Background: an optimization exercise with open tools, aiming at small area. Do not read the settings as production practice.
In this exercise RTL edits were held to simulation tests only and were not proved equivalent to the original.
The flow treats the clock pin as an ideal source. Dropping or thinning the clock tree relies on that and would not hold on a real chip.
Power and IR drop assume default switching activity.

// uart
module uart(txd,rxd,sysclk,reset);
output reg txd;
input rxd;
input sysclk,reset;
reg [1:0] ba; reg [2:0] bb; reg [4:0] bk;
always @(posedge sysclk)
  if (reset) begin ba <= 2'd0; bb <= 3'd0; bk <= 5'd0; end
  else begin
    ba <= {~ba[0], ba[1]^ba[0]};
    bb <= {~bb[1:0], bb[2]^bb[0]};
    bk <= {~bk[3:0], bk[4]^bk[1]};
  end
wire tick = (ba == 2'd2) && (bb == 3'd1) && (bk == 5'd9);
reg [3:0] rh, rl;
wire ridle = (rh == 4'd15);
always @(posedge sysclk)
  if (tick) rl <= (ridle && ~rxd) ? 4'd0 : rl + 4'd1;
always @(posedge sysclk)
  if (reset) rh <= 4'd15;
  else if (tick) begin
    if (ridle) begin
      if (~rxd) rh <= 4'd0;
    end else if (rh == 4'd10) rh <= 4'd15;    
    else if (rl == 4'd15) rh <= rh + 4'd1;
  end
reg [7:0] rx;
integer i;
always @(posedge sysclk)
  for (i = 0; i < 8; i = i + 1)
    if (tick && rl == 4'd8 && rh == i + 1)
      rx[i] <= rxd;
wire rxn = (rh == 4'd9) && (rl[3:1] == 3'd6);    
wire rxdone = (rh == 4'd9) && (rl == 4'd12);
reg [7:0] sp;
reg ready;
wire [3:0] sh = sp[7:4];
wire [3:0] sl = sp[3:0];
always @(posedge sysclk)
  if (reset) begin
    sp <= 8'ha1;
    ready <= 1'b0;
  end else if (tick) begin
    if (sp == 8'ha1) begin
      if (ready) sp <= 8'hfd;
    end else if (sp == 8'hfd && rxn) sp <= 8'hfc;
    else if (sp != 8'hfc) sp <= sp + 8'd1;
    if (rxn) ready <= 1'b1;
    else if (sp == 8'hfd) ready <= 1'b0;
  end
reg [6:0] tb;
always @(posedge sysclk)
  for (i = 0; i < 7; i = i + 1)
    if (tick && ((rxdone && !(sp == 8'hff || sh <= i)) || (sl == 4'd0 && sh == i + 1)))
      tb[i] <= rx[i] ^ rx[7];
reg bitv;
always @(*)
  case (sh)
    4'd0:  bitv = 1'b0;
    4'd1:  bitv = tb[0];
    4'd2:  bitv = tb[1];
    4'd3:  bitv = tb[2];
    4'd4:  bitv = tb[3];
    4'd5:  bitv = tb[4];
    4'd6:  bitv = tb[5];
    4'd7:  bitv = tb[6];
    4'd8:  bitv = 1'b0;
    default: bitv = 1'b1;
  endcase
always @(posedge sysclk)
  if (reset) txd <= 1'b1;
  else if (tick && sl == 4'd0 && sh <= 4'd9)
    txd <= bitv;
endmodule
Size in the first run: roughly 200 cells after synthesis, about 4 I/O pins, roughly 1900 µm² of cells after synthesis.
clock: 10.0 ns
lec_check: 0
cap_margin: 20
core_margin: 2
core_utilization: 40
slew_margin: 20
standard.sh (not shown) runs the stock make flow with config.mk's settings and CLKGATE_MAP_FILE= SYNTH_SCRIPT=/design/flow/synth_recipe.tcl, a recipe that flattens the netlist after the stock synthesis.
==> flow/flow/run.sh <==
#!/bin/bash
set -euo pipefail
W=$(pwd)
F=$W/flow
R=$W/orfs/results/$FLOW_PLATFORM/uart/base
LIB=$FLOW_HOME/platforms/$FLOW_PLATFORM/lib/sky130_fd_sc_hd__tt_025C_1v80.lib

bash standard.sh synth > synth.log 2>&1
cp $R/1_2_yosys.v $W/std_netlist.v
REMAP_LIB=$LIB REMAP_IN=$W/std_netlist.v REMAP_OUT=$W/remap_netlist.v REMAP_TOP=$FLOW_TOP \
  REMAP_SCRIPT=$F/area.script yosys -c $F/remap.tcl > remap.log 2>&1
mkdir -p $W/eq
cp $W/std_netlist.v $W/eq/gold.v
sed -E 's/\b_([0-9]+)_\b/_g\1_/g' $W/remap_netlist.v > $W/eq/gate.v
sed -e "s#LIB#$LIB#" -e "s#TOP#$FLOW_TOP#" $F/equiv.ys > $W/eq/equiv.ys
if (cd $W/eq && yosys -q equiv.ys) > equiv.log 2>&1; then
  echo "re-mapped netlist proven equivalent; using it" >> equiv.log
  cp $W/remap_netlist.v $R/1_2_yosys.v
  bash standard.sh synth > synth_odb.log 2>&1
else
  echo "equivalence not proven; keeping the standard netlist" >> equiv.log
fi

export BUFFER_PORTS_ARGS="-buffer_cell sky130_fd_sc_hd__buf_1"
export CTS_ARGS="-sink_clustering_enable -repair_clock_nets -dont_use_dummy_load"
export FLOW_CLOCK_PORT=sysclk
export POST_CTS_TCL=$F/post_cts.tcl
bash standard.sh > layout.log 2>&1
==> flow/flow/area.script <==
&get -n
&st
&dch -f
&nf -R 1000
&st
&dch -f
&nf -R 1000
&put
==> flow/flow/post_cts.tcl <==
set block [ord::get_db_block]
set block [ord::get_db_block]
foreach port_net [list [$block findNet $::env(FLOW_CLOCK_PORT)]] {
  set its [$port_net getITerms]
  if { [llength $its] != 1 } { continue }
  set root [[lindex $its 0] getInst]
  if { ![string match sky130_fd_sc_hd__clkbuf_* [[$root getMaster] getName]] } { continue }
  set out_net ""
  foreach it [$root getITerms] {
    if { [$it isOutputSignal] } { set out_net [$it getNet] }
  }
  if { $out_net == "" } { continue }
  set loads [$out_net getITerms]
  set ok [expr {[llength $loads] >= 2 && [llength $loads] <= 5}]
  foreach it $loads {
    if { $it == [lindex [$root getITerms] 0] } { continue }
    set inst [$it getInst]
    if { $inst == $root } { continue }
    if { ![string match sky130_fd_sc_hd__clkbuf_* [[$inst getMaster] getName]] } { set ok 0 }
  }
  if { !$ok } { puts "post_cts: root buffer kept"; continue }
  set moved 0
  foreach it $loads {
    if { [$it getInst] == $root } { continue }
    $it disconnect
    $it connect $port_net
    incr moved
  }
  if { $moved > 4 } { error "post_cts: clock port would drive $moved cells" }
  odb::dbInst_destroy $root
  if { [llength [$out_net getITerms]] == 0 } { odb::dbNet_destroy $out_net }
  puts "post_cts: removed root clock buffer, port drives $moved leaf buffers"
}

proc my_leaf_slew { inst } {
  set mx 0
  foreach it [$inst getITerms] {
    if { ![$it isOutputSignal] } { continue }
    foreach s [[$it getNet] getITerms] {
      if { [$s getInst] == $inst } { continue }
      set pin [get_pins [[$s getInst] getName]/[[$s getMTerm] getName]]
      foreach k {slew_max_rise slew_max_fall} {
        set v [get_property $pin $k]
        if { $v > $mx } { set mx $v }
      }
    }
  }
  return $mx
}
estimate_parasitics -placement
foreach it [[$block findNet $::env(FLOW_CLOCK_PORT)] getITerms] {
  set inst [$it getInst]
  set old [[$inst getMaster] getName]
  if { $old != "sky130_fd_sc_hd__clkbuf_8" } { continue }
  replace_cell [$inst getName] sky130_fd_sc_hd__clkbuf_4
  estimate_parasitics -placement
  set s [my_leaf_slew $inst]
  if { $s > 0.100 } {
    replace_cell [$inst getName] $old
    estimate_parasitics -placement
    puts "post_cts: [$inst getName] kept $old (clkbuf_4 slew $s)"
  } else {
    puts "post_cts: [$inst getName] now clkbuf_4 (slew $s)"
  }
}
Other scripts of this flow, unchanged in this note and not shown: flow/flow/equiv.ys, flow/flow/remap.tcl
The starting point finished clean.
Rerun with:
==> flow/flow/area.script (replaced) <==
&get -n
&st
&dch
&nf -R 1000
&put
==> flow/flow/post_cts.tcl (replaced) <==
set block [ord::get_db_block]
foreach port_net [list [$block findNet $::env(FLOW_CLOCK_PORT)]] {
  set its [$port_net getITerms]
  if { [llength $its] != 1 } { continue }
  set root [[lindex $its 0] getInst]
  if { ![string match sky130_fd_sc_hd__clkbuf_* [[$root getMaster] getName]] } { continue }
  set out_net ""
  foreach it [$root getITerms] {
    if { [$it isOutputSignal] } { set out_net [$it getNet] }
  }
  if { $out_net == "" } { continue }
  set loads [$out_net getITerms]
  set ok [expr {[llength $loads] >= 2 && [llength $loads] <= 5}]
  foreach it $loads {
    if { $it == [lindex [$root getITerms] 0] } { continue }
    set inst [$it getInst]
    if { $inst == $root } { continue }
    if { ![string match sky130_fd_sc_hd__clkbuf_* [[$inst getMaster] getName]] } { set ok 0 }
  }
  if { !$ok } { puts "post_cts: root buffer kept"; continue }
  set moved 0
  foreach it $loads {
    if { [$it getInst] == $root } { continue }
    $it disconnect
    $it connect $port_net
    incr moved
  }
  if { $moved > 4 } { error "post_cts: clock port would drive $moved cells" }
  odb::dbInst_destroy $root
  if { [llength [$out_net getITerms]] == 0 } { odb::dbNet_destroy $out_net }
  puts "post_cts: removed root clock buffer, port drives $moved leaf buffers"
}
Non-clock buffer count is unchanged; wire length is higher by roughly a tenth; count of clock-buffer cells in the layout is unchanged; setup slack gets worse by 0.14 ns; via count is higher by a little under a tenth; final cell count is higher by a few percent; area after synthesis is higher by a few percent; hold slack gets better by 0.019 ns.
Rerun with:
==> flow/flow/area.script (replaced) <==
&get -n
&st
&dch -f
&nf -R 1000
&st
&dch -f
&nf -R 1000
&put
Outcome: Register-to-register slack got worse by 0.08 ns. Combinational power goes down by about 2%. Critical path depth goes up by 1. Final area goes down by 2.0%.

lane 1:
Another version of the RTL of uart (not shown whole).
Size: about 4 I/O pins, about 0.0018 mm2 of cells after synthesis.
Settings: LEC_CHECK=0, CAP_MARGIN=20, CORE_MARGIN=2, CORE_UTILIZATION=60, SLEW_MARGIN=20; clock period 10.0 ns.
==> flow/flow/run.sh <==
#!/bin/bash
# Layout flow: the standard flow, with these changes:
#  1. the combinational logic of the standard synthesis is re-mapped with
#     several area-oriented ABC scripts (some with SAT-based AIG resynthesis,
#     &deepsyn), in parallel, starting both from the standard netlist and
#     from the same synthesis run with ORFS's area-oriented ABC script; the
#     smallest result proven equivalent to the standard netlist is used
#     (flip-flops untouched: same instances, names and cell types);
#  3. everything else is standard.sh unchanged.
# Each tool's output goes to a log file of its own in this folder.
set -euo pipefail
W=$(pwd)
F=$W/flow
R=$W/orfs/results/$FLOW_PLATFORM/uart/base
LIB=$FLOW_HOME/platforms/$FLOW_PLATFORM/lib/sky130_fd_sc_hd__tt_025C_1v80.lib
JOBS=${NUM_CORES:-4}

bash standard.sh synth > synth.log 2>&1
cp $R/1_2_yosys.v $W/std_netlist.v

# The same synthesis with ORFS's area-oriented ABC script, in a folder of its own.
sed -e "s#WORK_HOME=$W/orfs #WORK_HOME=$W/orfs_area ABC_AREA=1 #" standard.sh > standard_area.sh
if bash standard_area.sh synth > synth_area.log 2>&1; then
  cp $W/orfs_area/results/$FLOW_PLATFORM/uart/base/1_2_yosys.v $W/area_netlist.v
else
  cp $W/std_netlist.v $W/area_netlist.v
fi

mkdir -p $W/remap
run_remap() {
  local name=$1 in=$2 scripts=$3
  mkdir -p $W/remap/$name.d
  (cd $W/remap/$name.d && REMAP_LIB=$LIB REMAP_IN=$in REMAP_OUT=$W/remap/$name.v \
    REMAP_TOP=$FLOW_TOP REMAP_SCRIPTS=$scripts timeout 900 yosys -c $F/remap.tcl > $W/remap/$name.log 2>&1) || true
}
classic=$F/t5.script,$F/u4.script,$F/w3.script,$F/w4.script,$F/s1.script,$F/t10.script,$F/a2.script
jobs=("classic_std|$W/std_netlist.v|$classic" "classic_area|$W/area_netlist.v|$classic")
for s in $F/ds*.script; do
  b=$(basename $s .script)
  jobs+=("${b}_std|$W/std_netlist.v|$s" "${b}_area|$W/area_netlist.v|$s")
done
n=0
for job in "${jobs[@]}"; do
  IFS='|' read -r name in scripts <<< "$job"
  run_remap $name $in $scripts &
  n=$((n + 1))
  if [ $n -ge $JOBS ]; then wait -n || true; n=$((n - 1)); fi
done
wait

# Candidates from smallest to largest area; use the first one proven equivalent.
for st in $(ls $W/remap/*.v.stat 2> /dev/null); do
  a=$(awk '/Chip area for module/ {print $NF}' $st)
  [ -n "$a" ] && echo "$a ${st%.stat}"
done | sort -n > $W/remap/candidates.txt
cat $W/remap/candidates.txt > remap.log
used=std
mkdir -p $W/eq
while read -r a v; do
  cp $W/std_netlist.v $W/eq/gold.v
  sed -E 's/\b_([0-9]+)_\b/_g\1_/g' $v > $W/eq/gate.v
  sed -e "s#LIB#$LIB#" -e "s#TOP#$FLOW_TOP#" $F/equiv.ys > $W/eq/equiv.ys
  if (cd $W/eq && timeout 900 yosys -q equiv.ys) >> equiv.log 2>&1; then
    echo "$v ($a) proven equivalent; using it" >> equiv.log
    cp $v $R/1_2_yosys.v
    used=$v
    break
  else
    echo "$v ($a) not proven equivalent" >> equiv.log
  fi
done < $W/remap/candidates.txt
echo "netlist used: $used" >> equiv.log
if [ "$used" != std ]; then
  bash standard.sh synth > synth_odb.log 2>&1
fi

export BUFFER_PORTS_ARGS="-buffer_cell sky130_fd_sc_hd__buf_1"
export CTS_ARGS="-sink_clustering_enable -repair_clock_nets -dont_use_dummy_load"
export FLOW_CLOCK_PORT=sysclk
export POST_CTS_TCL=$F/post_cts.tcl
bash standard.sh > layout.log 2>&1
==> flow/flow/ds1.script <==
&get -n
&st
&deepsyn -T 60 -S 1
&dch -f
&nf -R 1000
&st
&dch -f
&nf -R 1000
&put
==> flow/flow/ds2.script <==
&get -n
&st
&deepsyn -T 60 -S 2
&dch -f
&nf -R 1000
&st
&dch -f
&nf -R 1000
&put
==> flow/flow/ds3.script <==
&get -n
&st
&deepsyn -T 60 -S 3
&dch -f
&nf -R 1000
&st
&dch -f
&nf -R 1000
&put
==> flow/flow/ds4.script <==
&get -n
&st
&deepsyn -T 60 -S 4
&dch -f
&nf -R 1000
&st
&dch -f
&nf -R 1000
&put
==> flow/flow/ds5.script <==
&get -n
&st
&deepsyn -T 60 -S 5
&dch -f
&nf -R 1000
&st
&dch -f
&nf -R 1000
&put
==> flow/flow/ds6.script <==
&get -n
&st
&deepsyn -T 60 -S 6
&dch -f
&nf -R 1000
&st
&dch -f
&nf -R 1000
&put
==> flow/flow/ds7.script <==
&get -n
&st
&deepsyn -T 60 -S 7
&dch -f
&nf -R 1000
&st
&dch -f
&nf -R 1000
&put
==> flow/flow/ds8.script <==
&get -n
&st
&deepsyn -T 60 -S 8
&dch -f
&nf -R 1000
&st
&dch -f
&nf -R 1000
&put
==> flow/flow/post_cts.tcl <==
set block [ord::get_db_block]
set block [ord::get_db_block]
foreach port_net [list [$block findNet $::env(FLOW_CLOCK_PORT)]] {
  set its [$port_net getITerms]
  if { [llength $its] != 1 } { continue }
  set root [[lindex $its 0] getInst]
  if { ![string match sky130_fd_sc_hd__clkbuf_* [[$root getMaster] getName]] } { continue }
  set out_net ""
  foreach it [$root getITerms] {
    if { [$it isOutputSignal] } { set out_net [$it getNet] }
  }
  if { $out_net == "" } { continue }
  set loads [$out_net getITerms]
  set ok [expr {[llength $loads] >= 2 && [llength $loads] <= 5}]
  foreach it $loads {
    if { $it == [lindex [$root getITerms] 0] } { continue }
    set inst [$it getInst]
    if { $inst == $root } { continue }
    if { ![string match sky130_fd_sc_hd__clkbuf_* [[$inst getMaster] getName]] } { set ok 0 }
  }
  if { !$ok } { puts "post_cts: root buffer kept"; continue }
  set moved 0
  foreach it $loads {
    if { [$it getInst] == $root } { continue }
    $it disconnect
    $it connect $port_net
    incr moved
  }
  if { $moved > 4 } { error "post_cts: clock port would drive $moved cells" }
  odb::dbInst_destroy $root
  if { [llength [$out_net getITerms]] == 0 } { odb::dbNet_destroy $out_net }
  puts "post_cts: removed root clock buffer, port drives $moved leaf buffers"
}

proc my_leaf_slew { inst } {
  set mx 0
  foreach it [$inst getITerms] {
    if { ![$it isOutputSignal] } { continue }
    foreach s [[$it getNet] getITerms] {
      if { [$s getInst] == $inst } { continue }
      set pin [get_pins [[$s getInst] getName]/[[$s getMTerm] getName]]
      foreach k {slew_max_rise slew_max_fall} {
        set v [get_property $pin $k]
        if { $v > $mx } { set mx $v }
      }
    }
  }
  return $mx
}
estimate_parasitics -placement
foreach it [[$block findNet $::env(FLOW_CLOCK_PORT)] getITerms] {
  set inst [$it getInst]
  set old [[$inst getMaster] getName]
  if { ![string match sky130_fd_sc_hd__clkbuf_* $old] } { continue }
  set chosen ""
  foreach m {sky130_fd_sc_hd__clkbuf_4 sky130_fd_sc_hd__clkbuf_8 sky130_fd_sc_hd__clkbuf_16} {
    if { [[$inst getMaster] getName] != $m } { replace_cell [$inst getName] $m }
    estimate_parasitics -placement
    set s [my_leaf_slew $inst]
    if { $s <= 0.105 } { set chosen $m; break }
  }
  if { $chosen == "" } { set chosen sky130_fd_sc_hd__clkbuf_16 }
  puts "post_cts: [$inst getName] $old -> $chosen (slew $s)"
}
Other scripts of this flow, unchanged in this note and not shown: flow/flow/a2.script, flow/flow/equiv.ys, flow/flow/remap.tcl, flow/flow/s1.script, flow/flow/t10.script, flow/flow/t5.script, flow/flow/u4.script, flow/flow/w3.script, flow/flow/w4.script
Modified inputs, lane 2 compared to lane 1
- a change of CORE_UTILIZATION from 60 to 40
--- a/flow/flow/run.sh
+++ b/flow/flow/run.sh
@@ -3,3 +3,3 @@
 #  1. the combinational logic of the standard synthesis is re-mapped with
-#     several area-oriented ABC scripts (some with SAT-based AIG resynthesis,
+#     several area-oriented ABC scripts (most with SAT-based AIG resynthesis,
 #     &deepsyn), in parallel, starting both from the standard netlist and
==> flow/flow/ds1.script <==
&get -n
&st
&deepsyn -T 45 -S 1
&dch -f
&nf -R 1000
&st
&dch -f
&nf -R 1000
&put
==> flow/flow/ds10.script (new file) <==
&get -n
&st
&deepsyn -T 45 -S 10
&dch -f
&nf -R 1000
&st
&dch -f
&nf -R 1000
&put
==> flow/flow/ds11.script (new file) <==
&get -n
&st
&deepsyn -T 45 -S 11
&put
dch -f
amap
==> flow/flow/ds12.script (new file) <==
&get -n
&st
&deepsyn -T 45 -S 12
&dch -f
&nf -R 1000 -F 40 -A 40
&st
&dch -f
&nf -R 1000 -F 40 -A 40
&put
==> flow/flow/ds13.script (new file) <==
&get -n
&st
&deepsyn -T 45 -S 13
&dch -f
&nf -R 1000
&st
&dch -f
&nf -R 1000
&put
==> flow/flow/ds14.script (new file) <==
&get -n
&st
&deepsyn -T 45 -S 14
&put
dch -f
amap
==> flow/flow/ds2.script <==
&get -n
&st
&deepsyn -T 45 -S 2
&put
dch -f
amap
==> flow/flow/ds3.script <==
&get -n
&st
&deepsyn -T 45 -S 3
&dch -f
&nf -R 1000 -F 40 -A 40
&st
&dch -f
&nf -R 1000 -F 40 -A 40
&put
==> flow/flow/ds4.script <==
&get -n
&st
&deepsyn -T 45 -S 4
&dch -f
&nf -R 1000
&st
&dch -f
&nf -R 1000
&put
==> flow/flow/ds5.script <==
&get -n
&st
&deepsyn -T 45 -S 5
&put
dch -f
amap
==> flow/flow/ds6.script <==
&get -n
&st
&deepsyn -T 45 -S 6
&dch -f
&nf -R 1000 -F 40 -A 40
&st
&dch -f
&nf -R 1000 -F 40 -A 40
&put
==> flow/flow/ds7.script <==
&get -n
&st
&deepsyn -T 45 -S 7
&dch -f
&nf -R 1000
&st
&dch -f
&nf -R 1000
&put
==> flow/flow/ds8.script <==
&get -n
&st
&deepsyn -T 45 -S 8
&put
dch -f
amap
==> flow/flow/ds9.script (new file) <==
&get -n
&st
&deepsyn -T 45 -S 9
&dch -f
&nf -R 1000 -F 40 -A 40
&st
&dch -f
&nf -R 1000 -F 40 -A 40
&put
--- a/flow/flow/post_cts.tcl
+++ b/flow/flow/post_cts.tcl
@@ -53,12 +53,13 @@
   set old [[$inst getMaster] getName]
-  if { ![string match sky130_fd_sc_hd__clkbuf_* $old] } { continue }
-  set chosen ""
-  foreach m {sky130_fd_sc_hd__clkbuf_4 sky130_fd_sc_hd__clkbuf_8 sky130_fd_sc_hd__clkbuf_16} {
-    if { [[$inst getMaster] getName] != $m } { replace_cell [$inst getName] $m }
+  if { $old != "sky130_fd_sc_hd__clkbuf_8" } { continue }
+  replace_cell [$inst getName] sky130_fd_sc_hd__clkbuf_4
+  estimate_parasitics -placement
+  set s [my_leaf_slew $inst]
+  if { $s > 0.112 } {
+    replace_cell [$inst getName] $old
     estimate_parasitics -placement
-    set s [my_leaf_slew $inst]
-    if { $s <= 0.105 } { set chosen $m; break }
+    puts "post_cts: [$inst getName] kept $old (clkbuf_4 slew $s)"
+  } else {
+    puts "post_cts: [$inst getName] now clkbuf_4 (slew $s)"
   }
-  if { $chosen == "" } { set chosen sky130_fd_sc_hd__clkbuf_16 }
-  puts "post_cts: [$inst getName] $old -> $chosen (slew $s)"
 }
==> comparison <==
- Compared lane 2 vs lane 1, and count of mapped cells out of synthesis is up in lane 2.
- Re total number of cells along the worst setup path: lane 2 is 2 down on lane 1.
- Summary — number of well-tap cells placed, lane 2 relative to lane 1: higher, by 68%.
> inputs changed (lane 2 -> lane 3)
--- a/flow/flow/run.sh
+++ b/flow/flow/run.sh
@@ -3,3 +3,3 @@
 #  1. the combinational logic of the standard synthesis is re-mapped with
-#     several area-oriented ABC scripts (most with SAT-based AIG resynthesis,
+#     several area-oriented ABC scripts (some with SAT-based AIG resynthesis,
 #     &deepsyn), in parallel, starting both from the standard netlist and
==> flow/flow/ds1.script <==
&get -n
&st
&deepsyn -T 60 -S 1
&dch -f
&nf -R 1000
&st
&dch -f
&nf -R 1000
&put
==> flow/flow/ds10.script <==
&get -n
&st
&deepsyn -T 60 -S 10
&dch -f
&nf -R 1000
&st
&dch -f
&nf -R 1000
&put
==> flow/flow/ds11.script <==
&get -n
&st
&deepsyn -T 60 -S 11
&dch -f
&nf -R 1000
&st
&dch -f
&nf -R 1000
&put
==> flow/flow/ds12.script <==
&get -n
&st
&deepsyn -T 60 -S 12
&dch -f
&nf -R 1000
&st
&dch -f
&nf -R 1000
&put
==> flow/flow/ds13.script <==
&get -n
&st
&deepsyn -T 60 -S 13
&dch -f
&nf -R 1000
&st
&dch -f
&nf -R 1000
&put
==> flow/flow/ds14.script <==
&get -n
&st
&deepsyn -T 60 -S 14
&dch -f
&nf -R 1000
&st
&dch -f
&nf -R 1000
&put
==> flow/flow/ds15.script (new file) <==
&get -n
&st
&deepsyn -T 60 -S 15
&dch -f
&nf -R 1000
&st
&dch -f
&nf -R 1000
&put
==> flow/flow/ds16.script (new file) <==
&get -n
&st
&deepsyn -T 60 -S 16
&dch -f
&nf -R 1000
&st
&dch -f
&nf -R 1000
&put
==> flow/flow/ds17.script (new file) <==
&get -n
&st
&deepsyn -T 60 -S 17
&dch -f
&nf -R 1000
&st
&dch -f
&nf -R 1000
&put
==> flow/flow/ds18.script (new file) <==
&get -n
&st
&deepsyn -T 60 -S 18
&dch -f
&nf -R 1000
&st
&dch -f
&nf -R 1000
&put
==> flow/flow/ds19.script (new file) <==
&get -n
&st
&deepsyn -T 60 -S 19
&dch -f
&nf -R 1000
&st
&dch -f
&nf -R 1000
&put
==> flow/flow/ds2.script <==
&get -n
&st
&deepsyn -T 60 -S 2
&dch -f
&nf -R 1000
&st
&dch -f
&nf -R 1000
&put
==> flow/flow/ds20.script (new file) <==
&get -n
&st
&deepsyn -T 60 -S 20
&dch -f
&nf -R 1000
&st
&dch -f
&nf -R 1000
&put
==> flow/flow/ds3.script <==
&get -n
&st
&deepsyn -T 60 -S 3
&dch -f
&nf -R 1000
&st
&dch -f
&nf -R 1000
&put
==> flow/flow/ds4.script <==
&get -n
&st
&deepsyn -T 60 -S 4
&dch -f
&nf -R 1000
&st
&dch -f
&nf -R 1000
&put
==> flow/flow/ds5.script <==
&get -n
&st
&deepsyn -T 60 -S 5
&dch -f
&nf -R 1000
&st
&dch -f
&nf -R 1000
&put
==> flow/flow/ds6.script <==
&get -n
&st
&deepsyn -T 60 -S 6
&dch -f
&nf -R 1000
&st
&dch -f
&nf -R 1000
&put
==> flow/flow/ds7.script <==
&get -n
&st
&deepsyn -T 60 -S 7
&dch -f
&nf -R 1000
&st
&dch -f
&nf -R 1000
&put
==> flow/flow/ds8.script <==
&get -n
&st
&deepsyn -T 60 -S 8
&dch -f
&nf -R 1000
&st
&dch -f
&nf -R 1000
&put
==> flow/flow/ds9.script <==
&get -n
&st
&deepsyn -T 60 -S 9
&dch -f
&nf -R 1000
&st
&dch -f
&nf -R 1000
&put
--- a/flow/flow/post_cts.tcl
+++ b/flow/flow/post_cts.tcl
@@ -53,13 +53,12 @@
   set old [[$inst getMaster] getName]
-  if { $old != "sky130_fd_sc_hd__clkbuf_8" } { continue }
-  replace_cell [$inst getName] sky130_fd_sc_hd__clkbuf_4
-  estimate_parasitics -placement
-  set s [my_leaf_slew $inst]
-  if { $s > 0.112 } {
-    replace_cell [$inst getName] $old
+  if { ![string match sky130_fd_sc_hd__clkbuf_* $old] } { continue }
+  set chosen ""
+  foreach m {sky130_fd_sc_hd__clkbuf_4 sky130_fd_sc_hd__clkbuf_8 sky130_fd_sc_hd__clkbuf_16} {
+    if { [[$inst getMaster] getName] != $m } { replace_cell [$inst getName] $m }
     estimate_parasitics -placement
-    puts "post_cts: [$inst getName] kept $old (clkbuf_4 slew $s)"
-  } else {
-    puts "post_cts: [$inst getName] now clkbuf_4 (slew $s)"
+    set s [my_leaf_slew $inst]
+    if { $s <= 0.105 } { set chosen $m; break }
   }
+  if { $chosen == "" } { set chosen sky130_fd_sc_hd__clkbuf_16 }
+  puts "post_cts: [$inst getName] $old -> $chosen (slew $s)"
 }
==> comparison <==
Critical path buffer and inverter count for lane 3: 1 down relative to lane 2. ~same area of the mapped netlist in lane 3 and lane 2. Diff lane 3..lane 2 | count of clock-buffer cells in the layout | unchanged.
The following lists how lane 4 was set up differently from lane 3:
--- a/flow/flow/post_cts.tcl
+++ b/flow/flow/post_cts.tcl
@@ -53,12 +53,13 @@
   set old [[$inst getMaster] getName]
-  if { ![string match sky130_fd_sc_hd__clkbuf_* $old] } { continue }
-  set chosen ""
-  foreach m {sky130_fd_sc_hd__clkbuf_4 sky130_fd_sc_hd__clkbuf_8 sky130_fd_sc_hd__clkbuf_16} {
-    if { [[$inst getMaster] getName] != $m } { replace_cell [$inst getName] $m }
+  if { $old != "sky130_fd_sc_hd__clkbuf_8" } { continue }
+  replace_cell [$inst getName] sky130_fd_sc_hd__clkbuf_4
+  estimate_parasitics -placement
+  set s [my_leaf_slew $inst]
+  if { $s > 0.100 } {
+    replace_cell [$inst getName] $old
     estimate_parasitics -placement
-    set s [my_leaf_slew $inst]
-    if { $s <= 0.105 } { set chosen $m; break }
+    puts "post_cts: [$inst getName] kept $old (clkbuf_4 slew $s)"
+  } else {
+    puts "post_cts: [$inst getName] now clkbuf_4 (slew $s)"
   }
-  if { $chosen == "" } { set chosen sky130_fd_sc_hd__clkbuf_16 }
-  puts "post_cts: [$inst getName] $old -> $chosen (slew $s)"
 }
removed: flow/flow/ds10.script
removed: flow/flow/ds11.script
removed: flow/flow/ds12.script
removed: flow/flow/ds13.script
removed: flow/flow/ds14.script
removed: flow/flow/ds15.script
removed: flow/flow/ds16.script
removed: flow/flow/ds17.script
removed: flow/flow/ds18.script
removed: flow/flow/ds19.script
removed: flow/flow/ds20.script
removed: flow/flow/ds9.script
Findings:
- Diff lane 4..lane 3 | non-clock buffer count | unchanged
- Lane 4 vs. lane 3: post-route standard cell area excluding fillers held; total power held; sequential fraction of total cell area held; clock buffer count held.
- Re hold slack: no difference whatsoever between lane 4 and lane 3.
- Lane 4: all stages complete, timing, DRC and antenna checks passed
- Lane 3 reached the end of the flow, and the finished layout is clean on the timing, DRC and antenna checks.

==> static timing again, ports no longer ideal <==
The results above use ideal ports. As a check the final layouts listed here were re-extracted and re-timed, cells and wires unchanged.
Step 1 sets driving cells, clkbuf_16 on the clock port and buf_2 on the other inputs (assumed; they add their load-dependent delay and slew).
Step 2 adds t to the input delays and takes it off the output delays; t is the mean of the earliest and latest rising clock arrival at the registers after step 1. Input paths then give back, and output paths get back, about the clock's delay inside the block.
Three values: no drivers, after step 1, after step 2; two values: the first two.
run | shift t [ns] | slack for setup (ns) | clock arrival spread, ns | slew at the worst register clock pin (ns)
the first run of note 1 | 0.197 | 6.782 / 6.814 / 6.617 | 0.026 / 0.026 | 0.10 / 0.10
the second run of note 1 | 0.185 | 6.646 / 6.674 / 6.489 | 0.021 / 0.021 | 0.09 / 0.09
the third run of note 1 | 0.186 | 6.783 / 6.815 / 6.629 | 0.016 / 0.016 | 0.08 / 0.08
lane 1 | 0.197 | 6.530 / 6.559 / 6.362 | 0.028 / 0.028 | 0.10 / 0.10
lane 2 | 0.196 | 6.896 / 6.917 / 6.721 | 0.032 / 0.032 | 0.11 / 0.11
lane 3 | 0.193 | 6.442 / 6.463 / 6.270 | 0.023 / 0.022 | 0.10 / 0.10
lane 4 | 0.193 | 6.442 / 6.463 / 6.270 | 0.023 / 0.022 | 0.10 / 0.10
After both steps every run listed still meets setup and hold. For lane 2, which loses most, drivers alone change the setup slack by +0.021 ns; drivers and shift together by -0.175 ns.
